Source: an optimization exercise on an open RTL-to-GDS flow (aim: a short achievable clock period and few clock cycles). Production flows keep margins and buffers that such runs may drop.
The RTL was checked by simulation tests, not by an equivalence proof against the original design.
Power is estimated from default activity; no workload was simulated.

==> design/flow/design.v <==
module byte_unit_top (
  input clk,
  input rstn,
  output  [7:0] imem_addr,
  input  [20:0] imem_data,
  output  [7:0] dmem_addr,
  output        dmem_we,
  output [15:0] dmem_wdata,
  input  [15:0] dmem_rdata,
  input  sema_valid_i,
  input  sema_data_i,
  output sema_ready_o,
  input  sema_is_empty_i,
  output sema_write_o,
  output sema_data_o,
  output halted
);
localparam [4:0] ADD = 5'd0, SUB = 5'd1, MUL = 5'd2, DIV = 5'd3, AND = 5'd4, OR = 5'd5,
  XOR = 5'd6, NOT = 5'd7, ADDI = 5'd8, SUBI = 5'd9, MULI = 5'd10, DIVI = 5'd11, ANDI = 5'd12,
  ORI = 5'd13, XORI = 5'd14, SHL = 5'd15, SHR = 5'd16, SHLI = 5'd17, SHRI = 5'd18, BEQ = 5'd19,
  BNE = 5'd20, BGT = 5'd21, BLT = 5'd22, CEQ = 5'd23, CNE = 5'd24, CGT = 5'd25, CLT = 5'd26,
  LD = 5'd27, ST = 5'd28, SEMA_RD = 5'd29, SEMA_WR = 5'd30, JALR = 5'd31;
reg  [7:0] pc;
reg [20:0] ir;
reg        ir_v;
reg  [7:0] ir_pcn;      
reg        ir_pt;       
reg  [7:0] ir_ptgt;     
reg        e_v;
reg  [3:0] e_rd;
reg        e_wen;       
reg        e_mres;      
reg        e_ismul;
reg        e_isdiv;
reg  [7:0] e_imm8;
reg  [7:0] e_bt;
reg  [7:0] e_pcn;
reg        e_pt;
reg  [7:0] e_ptgt;
reg        e_halt;
reg        e_isbr, e_isjalr, e_iscmp, e_isld, e_isst, e_issr, e_issw;
reg  [1:0] e_cc;        
reg        e_sadd, e_ssub, e_sand, e_sor, e_sxor, e_snot, e_sshl, e_sshr, e_slink;
reg [15:0] ea_a, ea_b, el_a, el_b, ex_a, ex_b, ev_a, ev_b;
reg        ea_fa, ea_fb, el_fa, el_fb, ex_fa, ex_fb, ev_fa, ev_fb;
reg        m_wen;
reg  [3:0] m_rd;
reg [15:0] m_res;       
reg        m_isld, m_issr;
reg        m_we;
reg  [7:0] m_addr;
reg [15:0] m_sdata;
reg        m_sw, m_sr, m_sbit;
reg        m_halt;
reg        m_mul;       
reg [15:0] m_mr0, m_mr1, m_mr2, m_mr3, m_mr4, m_mr5;
reg        w_mul;
reg  [3:0] w_rd;
reg [15:0] w_s, w_c;
reg [15:0] rf [1:15];
wire sstall = (m_sw & ~sema_is_empty_i) | (m_sr & ~sema_valid_i);
wire gstall = m_halt | sstall;
wire e_ready;           
wire d_haz;             
wire e_mispred;
wire [7:0] e_redir_pc;
wire e_adv    = ~gstall & (~e_v | e_ready);           
wire d_go     = e_adv & ir_v & ~d_haz;                
wire redirect = ~gstall & e_v & e_mispred;            
wire f_take   = ~gstall & (~ir_v | d_go);             
wire [4:0] f_op   = imem_data[4:0];
wire       f_halt = &imem_data;
wire [7:0] f_bt   = {imem_data[20:17], imem_data[8:5]};
wire       f_li   = ir_v & (ir[4:0] == ADDI) & (ir[12:9] == 4'd0) & (ir[8:5] == imem_data[12:9]) &
                    (ir[8:5] != 4'd0);
wire       f_pbne = (f_op == BNE);
wire       f_pj   = (f_op == JALR) & ~f_halt & f_li;
wire [7:0] f_pcn  = pc + 8'd1;
wire [7:0] f_next = f_halt ? pc : f_pbne ? f_bt : f_pj ? ir[20:13] : f_pcn;
always @(posedge clk or negedge rstn) begin
  if (!rstn) begin
    pc <= 8'd0;
  end else if (redirect) begin
    pc <= e_redir_pc;
  end else if (f_take) begin
    pc <= f_next;
  end
end
always @(posedge clk or negedge rstn) begin
  if (!rstn) begin
    ir_v <= 1'b0;
  end else if (~gstall) begin
    ir_v <= ~redirect & (f_take | ~d_go & ir_v);
  end
end
always @(posedge clk) begin
  if (f_take) begin
    ir      <= imem_data;
    ir_pcn  <= f_pcn;
    ir_pt   <= f_pbne | f_pj;
    ir_ptgt <= ir[20:13];
  end
end
assign imem_addr = pc;
wire [4:0] d_op   = ir[4:0];
wire [3:0] d_rd   = ir[8:5];
wire [3:0] d_rs1  = ir[12:9];
wire [3:0] d_rs2  = ir[16:13];
wire [7:0] d_imm8 = ir[20:13];
wire       d_halt = &ir;
wire d_immop  = (d_op >= ADDI && d_op <= XORI) || d_op == SHLI || d_op == SHRI;
wire d_use1   = ~(d_op == LD || d_op == SEMA_RD) & ~d_halt;
wire d_use2   = ((d_op <= XOR) || d_op == SHL || d_op == SHR || (d_op >= BEQ && d_op <= CLT));
wire d_wr     = ((d_op <= SHRI) || d_op == LD || d_op == SEMA_RD || d_op == JALR) & ~d_halt &
                (d_rd != 4'd0);
wire d_mres   = d_op == LD || d_op == SEMA_RD;
wire d_ismul  = d_op == MUL || d_op == MULI;
wire d_isdiv  = d_op == DIV || d_op == DIVI;
wire d_isadd  = d_op == ADD || d_op == ADDI || d_op == SUB || d_op == SUBI ||
                (d_op >= BEQ && d_op <= CLT) || (d_op == JALR && ~d_halt);
wire d_islog  = d_op == AND || d_op == ANDI || d_op == OR || d_op == ORI || d_op == XOR ||
                d_op == XORI || d_op == NOT || d_op == SHL || d_op == SHLI || d_op == SHR ||
                d_op == SHRI;
wire d_isvop  = d_isdiv || d_op == ST || d_op == SEMA_WR;
wire [15:0] wb_data;
wire [15:0] rf1 = (d_rs1 == 4'd0) ? 16'd0 : rf[d_rs1];
wire [15:0] rf2 = (d_rs2 == 4'd0) ? 16'd0 : rf[d_rs2];
wire        byp1 = m_wen & (m_rd == d_rs1);
wire        byp2 = m_wen & (m_rd == d_rs2);
wire [15:0] d_v1 = byp1 ? wb_data : rf1;
wire [15:0] d_v2 = byp2 ? wb_data : rf2;
wire [15:0] d_b  = d_immop ? {8'd0, d_imm8} : d_v2;
wire hit1 = e_v & e_wen & (e_rd == d_rs1) & d_use1;
wire hit2 = e_v & e_wen & (e_rd == d_rs2) & d_use2;
wire mhit1 = d_use1 & ((m_mul & (m_rd == d_rs1)) | (w_mul & (w_rd == d_rs1)));
wire mhit2 = d_use2 & ((m_mul & (m_rd == d_rs2)) | (w_mul & (w_rd == d_rs2)));
assign d_haz = ((hit1 | hit2) & (e_mres | e_ismul)) | mhit1 | mhit2;
wire f1 = hit1 & ~e_mres & ~e_ismul;
wire f2 = hit2 & ~e_mres & ~e_ismul & ~d_immop;
always @(posedge clk or negedge rstn) begin
  if (!rstn) begin
    e_v <= 1'b0;
  end else if (e_adv) begin
    e_v <= d_go & ~redirect;
  end
end
always @(posedge clk) begin
  if (e_adv) begin
    e_rd    <= d_rd;
    e_wen   <= d_wr;
    e_mres  <= d_mres;
    e_ismul <= d_ismul;
    e_isdiv <= d_isdiv;
    e_imm8  <= d_imm8;
    e_bt    <= {ir[20:17], ir[8:5]};
    e_pcn   <= ir_pcn;
    e_pt    <= ir_pt;
    e_ptgt  <= ir_ptgt;
    e_halt  <= d_halt;
    e_isbr  <= d_op >= BEQ && d_op <= BLT;
    e_isjalr <= d_op == JALR && ~d_halt;
    e_iscmp <= d_op >= CEQ && d_op <= CLT;
    e_isld  <= d_op == LD;
    e_isst  <= d_op == ST;
    e_issr  <= d_op == SEMA_RD;
    e_issw  <= d_op == SEMA_WR;
    e_cc    <= (d_op >= CEQ) ? (d_op - CEQ) : (d_op - BEQ);
    e_sadd  <= d_op == ADD || d_op == ADDI;
    e_ssub  <= d_op == SUB || d_op == SUBI;
    e_sand  <= d_op == AND || d_op == ANDI;
    e_sor   <= d_op == OR || d_op == ORI;
    e_sxor  <= d_op == XOR || d_op == XORI;
    e_snot  <= d_op == NOT;
    e_sshl  <= d_op == SHL || d_op == SHLI;
    e_sshr  <= d_op == SHR || d_op == SHRI;
    e_slink <= d_op == JALR;
  end
  if (e_adv & d_isadd) begin
    ea_a <= d_v1; ea_b <= d_b; ea_fa <= f1; ea_fb <= f2;
  end
  if (e_adv & d_islog) begin
    el_a <= d_v1; el_b <= d_b; el_fa <= f1; el_fb <= f2;
  end
  if (e_adv & d_ismul) begin
    ex_a <= d_v1; ex_b <= d_b; ex_fa <= f1; ex_fb <= f2;
  end
  if (e_adv & d_isvop) begin
    ev_a <= d_v1; ev_b <= d_b; ev_fa <= f1; ev_fb <= f2;
  end
end
wire [15:0] aa = ea_fa ? m_res : ea_a;
wire [15:0] ab = ea_fb ? m_res : ea_b;
wire [15:0] la = el_fa ? m_res : el_a;
wire [15:0] lb = el_fb ? m_res : el_b;
wire [15:0] xa = ex_fa ? m_res : ex_a;
wire [15:0] xb = ex_fb ? m_res : ex_b;
wire [15:0] va = ev_fa ? m_res : ev_a;
wire [15:0] vb = ev_fb ? m_res : ev_b;
wire [16:0] diff = {1'b0, aa} - {1'b0, ab};
wire        lt   = diff[16];
wire        eq   = (aa == ab);
wire        gt   = ~lt & ~eq;
reg         cond;
always @(*) begin
  case (e_cc)
    2'd0: cond = eq;
    2'd1: cond = ~eq;
    2'd2: cond = gt;
    default: cond = lt;
  endcase
end
assign e_mispred = (e_isbr & (cond != e_pt)) | (e_isjalr & (~e_pt | (e_ptgt != aa[7:0])));
assign e_redir_pc = e_isjalr ? aa[7:0] : (e_pt ? e_pcn : e_bt);
localparam [1:0] DV_IDLE = 2'd0, DV_CHK = 2'd1, DV_ITER = 2'd2;
reg  [1:0] dv_st;
reg [15:0] dv_A;
reg [15:0] dv_B;
reg [17:0] dv_B3;
reg  [4:0] dv_la, dv_lb;
reg        dv_triv, dv_bz;
reg [15:0] dv_R;
reg [16:0] dv_X;        
reg [17:0] dv_X3;       
reg [15:0] dv_Q;
reg  [3:0] dv_cnt;
function [4:0] bitlen(input [15:0] v);
  integer i;
  begin
    bitlen = 5'd0;
    for (i = 0; i < 16; i = i + 1)
      if (v[i]) bitlen = i + 1;
  end
endfunction
wire  [4:0] dv_s  = dv_la - dv_lb;               
wire  [3:0] dv_np = (dv_s + 5'd2) >> 1;          
wire  [4:0] dv_sh = {dv_np, 1'b0} - 5'd2;        
wire [18:0] dv_r1 = {3'b000, dv_R} - {2'b00, dv_X};
wire [18:0] dv_r2 = {3'b000, dv_R} - {1'b0, dv_X, 1'b0};
wire [18:0] dv_r3 = {3'b000, dv_R} - {1'b0, dv_X3};
wire  [1:0] dv_q  = ~dv_r3[18] ? 2'd3 : ~dv_r2[18] ? 2'd2 : ~dv_r1[18] ? 2'd1 : 2'd0;
wire [15:0] dv_Rn = ~dv_r3[18] ? dv_r3[15:0] : ~dv_r2[18] ? dv_r2[15:0] :
                    ~dv_r1[18] ? dv_r1[15:0] : dv_R;
wire [15:0] dv_Qn = {dv_Q[13:0], dv_q};
wire dv_last = (dv_st == DV_ITER) & (dv_cnt == 4'd1);
wire [15:0] div_res = (dv_st == DV_ITER) ? dv_Qn : {16{dv_bz}};
always @(posedge clk or negedge rstn) begin
  if (!rstn) begin
    dv_st <= DV_IDLE;
  end else if (~gstall & e_v & e_isdiv) begin
    case (dv_st)
      DV_IDLE: dv_st <= DV_CHK;
      DV_CHK:  dv_st <= dv_triv ? DV_IDLE : DV_ITER;
      default: if (dv_cnt == 4'd1) dv_st <= DV_IDLE;
    endcase
  end
end
always @(posedge clk) begin
  if (~gstall & e_v & e_isdiv) begin
    case (dv_st)
      DV_IDLE: begin
        dv_A    <= va;
        dv_B    <= vb;
        dv_B3   <= {2'b00, vb} + {1'b0, vb, 1'b0};
        dv_la   <= bitlen(va);
        dv_lb   <= bitlen(vb);
        dv_bz   <= (vb == 16'd0);
        dv_triv <= (vb == 16'd0) | (va < vb);
      end
      DV_CHK: begin
        dv_R   <= dv_A;
        dv_X   <= {1'b0, dv_B} << dv_sh;
        dv_X3  <= dv_B3 << dv_sh;
        dv_Q   <= 16'd0;
        dv_cnt <= dv_np;
      end
      default: begin
        dv_R   <= dv_Rn;
        dv_X   <= dv_X >> 2;
        dv_X3  <= dv_X3 >> 2;
        dv_Q   <= dv_Qn;
        dv_cnt <= dv_cnt - 4'd1;
      end
    endcase
  end
end
assign e_ready = ~e_isdiv | (dv_st == DV_CHK & dv_triv) | dv_last;
function [31:0] csa(input [15:0] x, input [15:0] y, input [15:0] z);
  reg [15:0] s, c;
  begin
    s = x ^ y ^ z;
    c = (x & y) | (x & z) | (y & z);
    csa = {c[14:0], 1'b0, s};
  end
endfunction
wire [15:0] pp [0:15];
genvar gi;
generate
  for (gi = 0; gi < 16; gi = gi + 1) begin : g_pp
    assign pp[gi] = xb[gi] ? (xa << gi) : 16'd0;
  end
endgenerate
wire [31:0] l1_0 = csa(pp[0], pp[1], pp[2]);
wire [31:0] l1_1 = csa(pp[3], pp[4], pp[5]);
wire [31:0] l1_2 = csa(pp[6], pp[7], pp[8]);
wire [31:0] l1_3 = csa(pp[9], pp[10], pp[11]);
wire [31:0] l1_4 = csa(pp[12], pp[13], pp[14]);
wire [31:0] l2_0 = csa(l1_0[15:0], l1_0[31:16], l1_1[15:0]);
wire [31:0] l2_1 = csa(l1_1[31:16], l1_2[15:0], l1_2[31:16]);
wire [31:0] l2_2 = csa(l1_3[15:0], l1_3[31:16], l1_4[15:0]);
wire [31:0] l3_0 = csa(l2_0[15:0], l2_0[31:16], l2_1[15:0]);
wire [31:0] l3_1 = csa(l2_1[31:16], l2_2[15:0], l2_2[31:16]);
wire [15:0] alu_res =
    ({16{e_sadd}} & (aa + ab)) |
    ({16{e_ssub}} & diff[15:0]) |
    ({16{e_slink}} & {8'd0, e_pcn}) |
    ({16{e_sand}} & (la & lb)) |
    ({16{e_sor}}  & (la | lb)) |
    ({16{e_sxor}} & (la ^ lb)) |
    ({16{e_snot}} & ~la) |
    ({16{e_sshl}} & (la << lb[3:0])) |
    ({16{e_sshr}} & (la >> lb[3:0])) |
    ({16{e_isdiv}} & div_res);
wire e_go = e_v & e_ready;
always @(posedge clk or negedge rstn) begin
  if (!rstn) begin
    m_wen  <= 1'b0;
    m_we   <= 1'b0;
    m_sw   <= 1'b0;
    m_sr   <= 1'b0;
    m_halt <= 1'b0;
    m_mul  <= 1'b0;
  end else if (~gstall) begin
    m_wen  <= e_go & e_wen & ~e_ismul;
    m_we   <= e_go & e_isst;
    m_sw   <= e_go & (e_issw | e_iscmp);
    m_sr   <= e_go & e_issr;
    m_halt <= e_go & e_halt;
    m_mul  <= e_go & e_wen & e_ismul;
  end
end
always @(posedge clk) begin
  if (~gstall & e_go) begin
    m_rd    <= e_rd;
    m_res   <= alu_res;
    m_isld  <= e_isld;
    m_issr  <= e_issr;
    m_addr  <= e_imm8;
    m_sdata <= va;
    m_sbit  <= e_iscmp ? cond : va[0];
  end
  if (~gstall & e_go & e_ismul) begin
    m_mr0   <= l3_0[15:0];
    m_mr1   <= l3_0[31:16];
    m_mr2   <= l3_1[15:0];
    m_mr3   <= l3_1[31:16];
    m_mr4   <= l1_4[31:16];
    m_mr5   <= pp[15];
  end
end
wire [31:0] l4_0 = csa(m_mr0, m_mr1, m_mr2);
wire [31:0] l4_1 = csa(m_mr3, m_mr4, m_mr5);
wire [31:0] l5_0 = csa(l4_0[15:0], l4_0[31:16], l4_1[15:0]);
wire [31:0] l6_0 = csa(l5_0[15:0], l5_0[31:16], l4_1[31:16]);
assign wb_data = m_isld ? dmem_rdata :
                 m_issr ? {15'd0, sema_data_i} : m_res;
always @(posedge clk or negedge rstn) begin
  if (!rstn) begin
    w_mul <= 1'b0;
  end else begin
    w_mul <= ~gstall & m_mul;
  end
end
always @(posedge clk) begin
  if (~gstall & m_mul) begin
    w_rd <= m_rd;
    w_s  <= l6_0[15:0];
    w_c  <= l6_0[31:16];
  end
end
wire [15:0] mul_res = w_s + w_c;
integer k;
always @(posedge clk or negedge rstn) begin
  if (!rstn) begin
    for (k = 1; k < 16; k = k + 1) rf[k] <= 16'd0;
  end else begin
    for (k = 1; k < 16; k = k + 1) begin
      if (~gstall & m_wen & (m_rd == k))
        rf[k] <= wb_data;
      else if (w_mul & (w_rd == k))
        rf[k] <= mul_res;
    end
  end
end
assign dmem_addr    = m_addr;
assign dmem_we      = m_we;
assign dmem_wdata   = m_sdata;
assign sema_write_o = m_sw;
assign sema_data_o  = m_sbit;
assign sema_ready_o = m_sr;
assign halted       = m_halt;
endmodule
==> design/flow/run.sh <==
#!/bin/bash
# synth_recipe.tcl (not shown) runs the flow's synth.tcl, then flattens the netlist and writes it again
# the make line also repeats each setting of config.mk as NAME=value (left out here)
make -C /OpenROAD-flow-scripts/flow DESIGN_CONFIG=/design/flow/config.mk WORK_HOME=/design/flow/orfs CLKGATE_MAP_FILE= SYNTH_SCRIPT=/design/flow/synth_recipe.tcl finish
==> design/flow/config.mk <==
export PLATFORM = sky130hd
export DESIGN_NAME = byte_unit_top
export DESIGN_NICKNAME = byte_unit_top
export VERILOG_FILES = /design/flow/design.v
export SDC_FILE = /design/flow/constraint.sdc
export NUM_CORES = 4
export LEC_CHECK = 0
export ABC_CLOCK_PERIOD_IN_PS = 2000
export CAP_MARGIN = 20
export CORE_MARGIN = 2
export CORE_UTILIZATION = 30
export PLACE_DENSITY = 0.5
export SETUP_SLACK_MARGIN = 2.2
export SLEW_MARGIN = 20
==> design/flow/constraint.sdc <==
create_clock -name core_clock -period 5.0 [get_ports {clk}]
set_input_delay 1.0000 -clock core_clock [delete_from_list [all_inputs] [get_ports {clk}]]
set_output_delay 1.0000 -clock core_clock [all_outputs]
set_load 0.01 [all_outputs]
==> results.py, run 1 <==
metrics = {
    "placement": {
        "dpl.hpwl_mm": 127,
        "place_area_sq_um": 50600,
        "io_buffers": 78,
        "routabilityCongestion": 0.921,
        "dp_slack_ps": 720,
    },
    "sta": {
        "tightest_slew_ps": 1140,
        "fin_crit_ps": 3280,
        "fmax_mhz": 305,
        "maxSlewHeadroom": 0.238,
        "rsz0062_at_grt": "true",
        "worst_slack_ps": 1720,
        "clock_skew_ps": 44.8,
        "hold_violations": 0,
        "setup_violations": 0,
        "slew_violations": 0,
        "setup-tns-final_ps": 0,
        "finalCritPeriodShare": 0.656,
    },
    "worst_setup_path": {
        "crit_chain": "buf_4, mux2i_1, inv_1, mux2i_1, mux4_2, nand2b_1, o211ai_1, nand3b_1, o21bai_1, a32o_1",
        "crit_arrival_ps": 3730,
        "r2r_setup_slack_ps": 1720,
        "crit_path_max_fanout": 9,
        "worstSetupEndpointType": "register",
        "crit_path_start_kind": "register",
        "critPathMostFrequentCell": "mux2i_1",
        "max_stage_delay_ps": 680,
        "worstSetupPathType": "register to register",
        "required_ps": 5450,
        "slowest_stage": "mux2i_1",
    },
    "routing": {
        "vias": 41409,
        "initialDrtViolationCount": 5417,
        "wirelength_mm": 195,
        "ant_nets": 0,
        "routedWlPerCell_um": 26.8,
        "dr.pass1.iters": 9,
        "viasPerCell": 5.67,
        "route.detailed.drc": 0,
    },
    "status": {
        "status": "timing/DRC/antenna clean",
    },
    "clock_tree": {
        "clock_latency_ps": 730,
        "cts.path.max_buffers": 3,
        "htree_levels": 3,
        "clk_transition_reported_paths_ps": 60,
        "cts_tree": "yes",
        "numCtsBuffers": 90,
        "cts.sinks": 737,
        "root_buffer": "clkbuf_16",
    },
    "finish": {
        "area_growth_pct": 30.4,
        "post-route-cell-area_sq_um": 61000,
        "drive_gt1_frac": 0.256,
        "layout_common_cells": "nand2_1, edfxtp_1, nor2_1, buf_4, dfrtp_1",
        "layout_commonest_cell": "nand2_1",
        "fill_cells": 14827,
        "postLayoutCoreUtil": 0.395,
        "nets": 5523,
        "ff_latch_area_sq_um": 20800,
        "multi_input_area_sq_um": 27700,
    },
    "logic_synthesis": {
        "synth-edff-count": 478,
        "yosysWarnings": 18,
        "syn-cell-area_sq_um": 46800,
        "synth_area_per_cell_sq_um": 9.73,
        "synth_seq_cells": 737,
        "syn-num-nets": 5146,
        "synthCells": 4804,
        "synthArstFlopShare": 0.351,
        "yosysSeqAreaShare": 0.446,
        "synth_ff_type": "edfxtp_1",
        "ys_types": 96,
    },
    "pwr": {
        "ir_drop_uv": 288,
        "p_leak_nw": 23.5,
        "p_per_area_nw_per_um2": 429,
        "finalPower_w": 0.0262,
    },
    "global_route": {
        "grt_max_degree": 88,
        "grt.total_usage": 0.238,
        "grt_pass1_vias": 39972,
        "grt_pass1_wl_mm": 280,
        "grt_antenna_before_repair": 5,
        "grt.overflow.total": 0,
    },
    "floorplan": {
        "die_w_um": 399,
        "core_area_sq_um": 154000,
        "pin_count": 79,
        "die_y_um": 399,
        "rows": 144,
        "die-area_sq_um": 159000,
        "initial_core_util": 0.303,
    },
    "run": {
        "maxCapViolCount": 0,
    },
    "min_path": {
        "hold_path_class": "primary input to async pin",
    },
}
==> registers in the layout (all words and copies together) (netlist names), 17 cells and up <==
| name | count |
|---|---|
| rf | 240 |
| dv_X3 | 18 |
| dv_X | 17 |
| dv_B3 | 17 |
| ir | 21 |
==> worst paths after layout <==
check,startpoint,endpoint,cells after the start
worst max-delay path,m_res[8],m_res[13],10
worst min-delay path,rstn,rf[4][13],1
worst max register to register,m_res[8],m_res[13],10
worst min register to register,e_imm8[2],m_addr[2],0
max in group asynchronous,rstn,m_mul,2
min in group core_clock,e_imm8[2],m_addr[2],0
==> where the power goes <==
part           switching (W)  internal, W
logic                0.00556      0.00391
clock network        0.00289      0.00404
registers            0.00144      0.00831
total                0.00990       0.0163
==> stage by stage <==
| step | hold WS [ps] | std cells |
|---|---|---|
| floorplan | 400 | 4804 |
| global placement | 402 | 6762 |
| finish | 331 | 7299 |
| detailed placement | 405 | 6763 |
| global route | 378 | 7294 |
| CTS | 334 | 7193 |
==> Yosys cell counts (all sizes together), types with 131 or more instances <==
cell,count,area [sq um]
clkbuf,270,1010
o21ai,348,1740
inv,231,867
edfxtp,478,14400
dfrtp,259,6480
nor2,460,1730
mux2i,225,2270
a22oi,153,1150
ha,209,2620
a21oi,239,1200
nand2,594,2240
a31oi,131,820
==> kinds of logic after synthesis <==
logic type	after synthesis	synth area share
and+or+nand+nor	1551	0.148
DFF	737	0.446
adders and majority gates	300	0.0949
AOI/OAI and AO/OA	1237	0.170
buffers and inverters	549	0.0456
xor gates and xnor gates	128	0.0240
muxes	302	0.0717
==> per-layer routing <==
metal	vias up	track usage	share of wire
li1	18275	-	-
met1	20579	0.323	0.42
met2	2077	0.370	0.45
met3	476	0.0502	0.089
met4	2	0.0918	0.042
met5	-	0.00333	0.000067
==> worst max-delay path: cells and delay by family, from the launching register on <==
family	cells	cell delay (ps)
multiplexers	3	1250
flip-flops	1	390
AND/OR/NAND/NOR	2	360
AO/OA/AOI/OAI	3	560
buffers and inverters	2	470
==> area by class of cell <==
type / instances / area share
Multi-Input combinational cell: 3525 / 0.453
Sequential cell: 737 / 0.342
Timing Repair Buffer: 595 / 0.0978
Tap cell: 2044 / 0.0419
Clock buffer: 111 / 0.0390
Inverter: 231 / 0.0147
Clock inverter: 50 / 0.0112
Antenna cell: 5 / 0.000205
Timing Repair inverter: 1 / 0.000123
==> timing repair <==
action,CTS,global route
setup endpoints to repair,626,562
hold buffers,0,0
hold endpoints to repair,0,0
setup buffers,257,92
gates cloned,12,8
resized for setup,546,306
pin swaps,159,167
Testbench counts, summed over its fixed seeds: cycles 21,809.
==> inputs of run 2 (changes only) <==
==> design/flow/config.mk (replaced) <==
export PLATFORM = sky130hd
export DESIGN_NAME = byte_unit_top
export DESIGN_NICKNAME = byte_unit_top
export VERILOG_FILES = /design/flow/design.v
export SDC_FILE = /design/flow/constraint.sdc
export NUM_CORES = 4
export LEC_CHECK = 0
export ABC_CLOCK_PERIOD_IN_PS = 2400
export CAP_MARGIN = 20
export CORE_MARGIN = 2
export CORE_UTILIZATION = 40
export SETUP_SLACK_MARGIN = 2.6
export SLEW_MARGIN = 20
==> run 2 against run 1 <==
Effect of this change:
- synthesized area did not move
- count of clock-buffer cells in the layout down 3
- routed wire length increased by 6.0%
- register-to-register slack worse by 30 ps
- power is 4.7% higher
- cell count shrank 3.5%
- synthesized cell count did not move
- die area shrank 25%
- maximum frequency shrank 0.83%
- combinational power rose by 14%
- cell area is 6.5% higher
- critical endpoint is now pc[2]
==> results.py, run 2 <==
metrics = {
    "logic_synthesis": {
        "synth_area_per_cell_sq_um": 9.73,
        "synthCells": 4804,
        "synth_seq_cells": 737,
        "synth-edff-count": 478,
        "yosysWarnings": 18,
        "synthArstFlopShare": 0.351,
        "synthMuxAreaShare": 0.0717,
        "synth-xor-area-share": 0.0240,
        "yosysSeqAreaShare": 0.446,
        "yosysTopAreaCellShare": 0.307,
        "synth_compound_area_frac": 0.170,
        "synth_area_leaders": "edfxtp_1, dfrtp_1, ha_1",
        "synthAdderAreaFrac": 0.0949,
        "synth_common_cells": "nand2_1, edfxtp_1, nor2_1",
        "synth_top_family_by_area": "compound AO/OA/AOI/OAI gates",
        "yosysMostFrequentCell": "nand2_1",
        "ys_types": 96,
        "yosys.area.top_type": "edfxtp_1",
        "synth_simple_gate_area_frac": 0.148,
        "syn-cell-area_sq_um": 46800,
        "syn-num-nets": 5146,
        "synth_ff_type": "edfxtp_1",
    },
    "clock_tree": {
        "htree_levels": 3,
        "cts.sinks": 737,
        "postCtsHoldBufs": 0,
        "clk_transition_reported_paths_ps": 60,
        "cts_tree": "yes",
        "cts.path.max_buffers": 3,
        "root_buffer": "clkbuf_16",
        "clock_latency_ps": 710,
        "numCtsBuffers": 85,
    },
    "sta": {
        "worst_slack_ps": 1690,
        "fmax_mhz": 302,
        "rsz0062_at_grt": "true",
        "finalCritPeriodShare": 0.662,
        "clock_skew_ps": 77.1,
        "hold_violations": 0,
        "slew_violations": 0,
        "fin_crit_ps": 3310,
        "tightest_slew_ps": 1140,
        "setup_violations": 0,
        "maxSlewHeadroom": 0.240,
        "setup-tns-final_ps": 0,
    },
    "pwr": {
        "pwr-share-comb": 0.393,
        "p_per_area_nw_per_um2": 422,
        "ir_drop_uv": 377,
        "p_seq_frac": 0.358,
        "switching_share": 0.383,
        "p_leak_nw": 25.8,
        "p_int_w": 0.0169,
        "clkPwrFrac": 0.249,
        "switching_power_w": 0.0105,
        "finalPower_w": 0.0274,
    },
    "finish": {
        "layout_common_cells": "nand2_1, edfxtp_1, buf_4, nor2_1, dfrtp_1",
        "post-route-cell-area_sq_um": 64900,
        "postLayoutCoreUtil": 0.559,
        "layout_commonest_cell": "nand2_1",
        "drive_gt1_frac": 0.316,
        "largest_reg_flops": 240,
        "top_register": "rf",
        "nets": 5783,
        "reg_top3": "rf: 240 flops, ir: 21 flops, dv_X3: 18 flops",
        "area_growth_pct": 38.8,
        "fill_cells": 9503,
    },
    "routing": {
        "viasPerCell": 6.44,
        "routedWlPerCell_um": 29.4,
        "initialDrtViolationCount": 7305,
        "wirelength_mm": 207,
        "dr.pass1.iters": 11,
        "route.detailed.drc": 0,
        "ant_nets": 0,
        "vias": 45349,
    },
    "worst_setup_path": {
        "worstSetupEndpointType": "register",
        "required_ps": 5590,
        "worstSetupPathType": "register to register",
        "crit_arrival_ps": 3900,
        "crit_path_start_kind": "register",
        "crit_path_max_fanout": 5,
    },
    "floorplan": {
        "initial_core_util": 0.403,
        "die_y_um": 346,
        "rows": 125,
        "die_w_um": 346,
        "die-area_sq_um": 120000,
        "core_area_sq_um": 116000,
        "pin_count": 79,
    },
    "placement": {
        "dpl.hpwl_mm": 117,
        "io_buffers": 78,
        "place_area_sq_um": 50000,
        "routabilityCongestion": 0.972,
        "dp_slack_ps": 800,
    },
    "run": {
        "maxCapViolCount": 0,
    },
    "global_route": {
        "grt_antenna_before_repair": 9,
        "grt_pass1_wl_mm": 289,
        "grt.total_usage": 0.325,
        "grt_pass1_vias": 42503,
        "grt_max_degree": 111,
        "grt.overflow.total": 0,
    },
    "min_path": {
        "hold_path_class": "primary input to async pin",
    },
    "status": {
        "status": "timing/DRC/antenna clean",
    },
}
run 2: final cells by class:
type	instances	area [sq um]	share of cell area
multi-input cells	3546	29000	0.446
well taps	1524	1910	0.0294
diodes	5	12.5	0.000193
inverters	231	901	0.0139
clock inverters	49	701	0.0108
repair inverters	1	7.51	0.000116
clock buffers	108	2250	0.0347
flip-flops and latches	737	20800	0.321
repair buffers	839	9340	0.144
run 2: routing by layer:
metal  track usage  routed length, um
met4         0.200              16600
met1         0.413              75500
met3         0.108              27800
met2         0.477              87100
met5             0                163
run 2: worst max-delay path, stage by stage, from the launching register on:
cell	delay (ps)
edfxtp_1	450
buf_4	180
buf_6	120
buf_16	130
mux2_4	340
ha_4	250
a211oi_2	240
nor2_2	90
buf_6	130
o311a_1	340
o21ai_2	170
a31oi_4	140
mux2i_4	230
o21ai_4	160
mux2i_1	250
run 2: stage by stage:
stage / std cells / hold slack, ps
5_1_grt: 7035 / 415
3_5_place_dp: 6246 / 405
2_1_floorplan: 4804 / 400
3_3_place_gp: 6246 / 401
4_1_cts: 6855 / 406
6_report: 7040 / 378
run 2: worst paths after layout:
check / startpoint / endpoint / slack [ps] / cells after the start
setup reg to reg: ea_fa / pc[2] / 1690 / 14
max in group asynchronous: rstn / rf[13][8] / 3450 / 2
hold reg to reg: ir_pcn[2] / e_pcn[2] / 410 / 0
setup / recovery: ea_fa / pc[2] / 1690 / 14
hold / removal: rstn / rf[9][3] / 380 / 1
min in group core_clock: ir_pcn[2] / e_pcn[2] / 410 / 0
run 2: repair_timing:
item | 4_1_cts | 5_1_grt
gates cloned | 45 | 21
pin swaps | 305 | 332
resized for setup | 928 | 475
endpoints found under the setup margin | 925 | 721
setup buffers | 407 | 158
run 2: cells by family after synthesis:
family,count (synthesis)
fa+ha+maj,300
xor+xnor,128
buf+inv,549
compound gates,1237
mux,302
flops,737
simple gates,1551
run 2: power groups by stage:
stage	clock, W	combinational [W]	sequential, W
5_1_grt	0.00706	0.0114	0.00986
3_3_place_gp	0	0.00732	0.00975
6_report	0.00682	0.0108	0.00979
3_5_place_dp	0	0.00741	0.00976
4_1_cts	0.00680	0.00944	0.00963
2_1_floorplan	0	0.00501	0.00916

## static timing again, ports no longer ideal
No port has a modelled driver above. Below, the same layouts with a new extraction and two added sets of constraints. Step 1 (the two cells are an assumption about what drives the block):
set clk [get_ports {clk}]
set_driving_cell -lib_cell sky130_fd_sc_hd__clkbuf_16 $clk
set_driving_cell -lib_cell sky130_fd_sc_hd__buf_2 [delete_from_list [all_inputs] $clk]
Step 2, shift: input delay + t, output delay - t, t = (earliest + latest rising clock arrival at the registers) / 2. This alone moves slack from input paths to output paths. Slacks: ideal ports / drivers / drivers and shift; pairs: ideal ports / drivers.
| run | t, ns | setup slack, ns | clock arrival spread, ns | slew at the worst register clock pin (ns) | worst slew at a driven data input, ns |
|---|---|---|---|---|---|
| run 1 | 0.788 | 1.719 / 1.719 / 1.244 | 0.045 / 0.045 | 0.07 / 0.07 | 0.07 |
| run 2 | 0.742 | 1.692 / 1.692 / 1.519 | 0.078 / 0.078 | 0.07 / 0.07 | 0.06 |
After both steps every run listed still meets setup and hold. For run 1, which loses most, drivers alone change the setup slack by 0.000 ns; drivers and shift together by -0.475 ns.
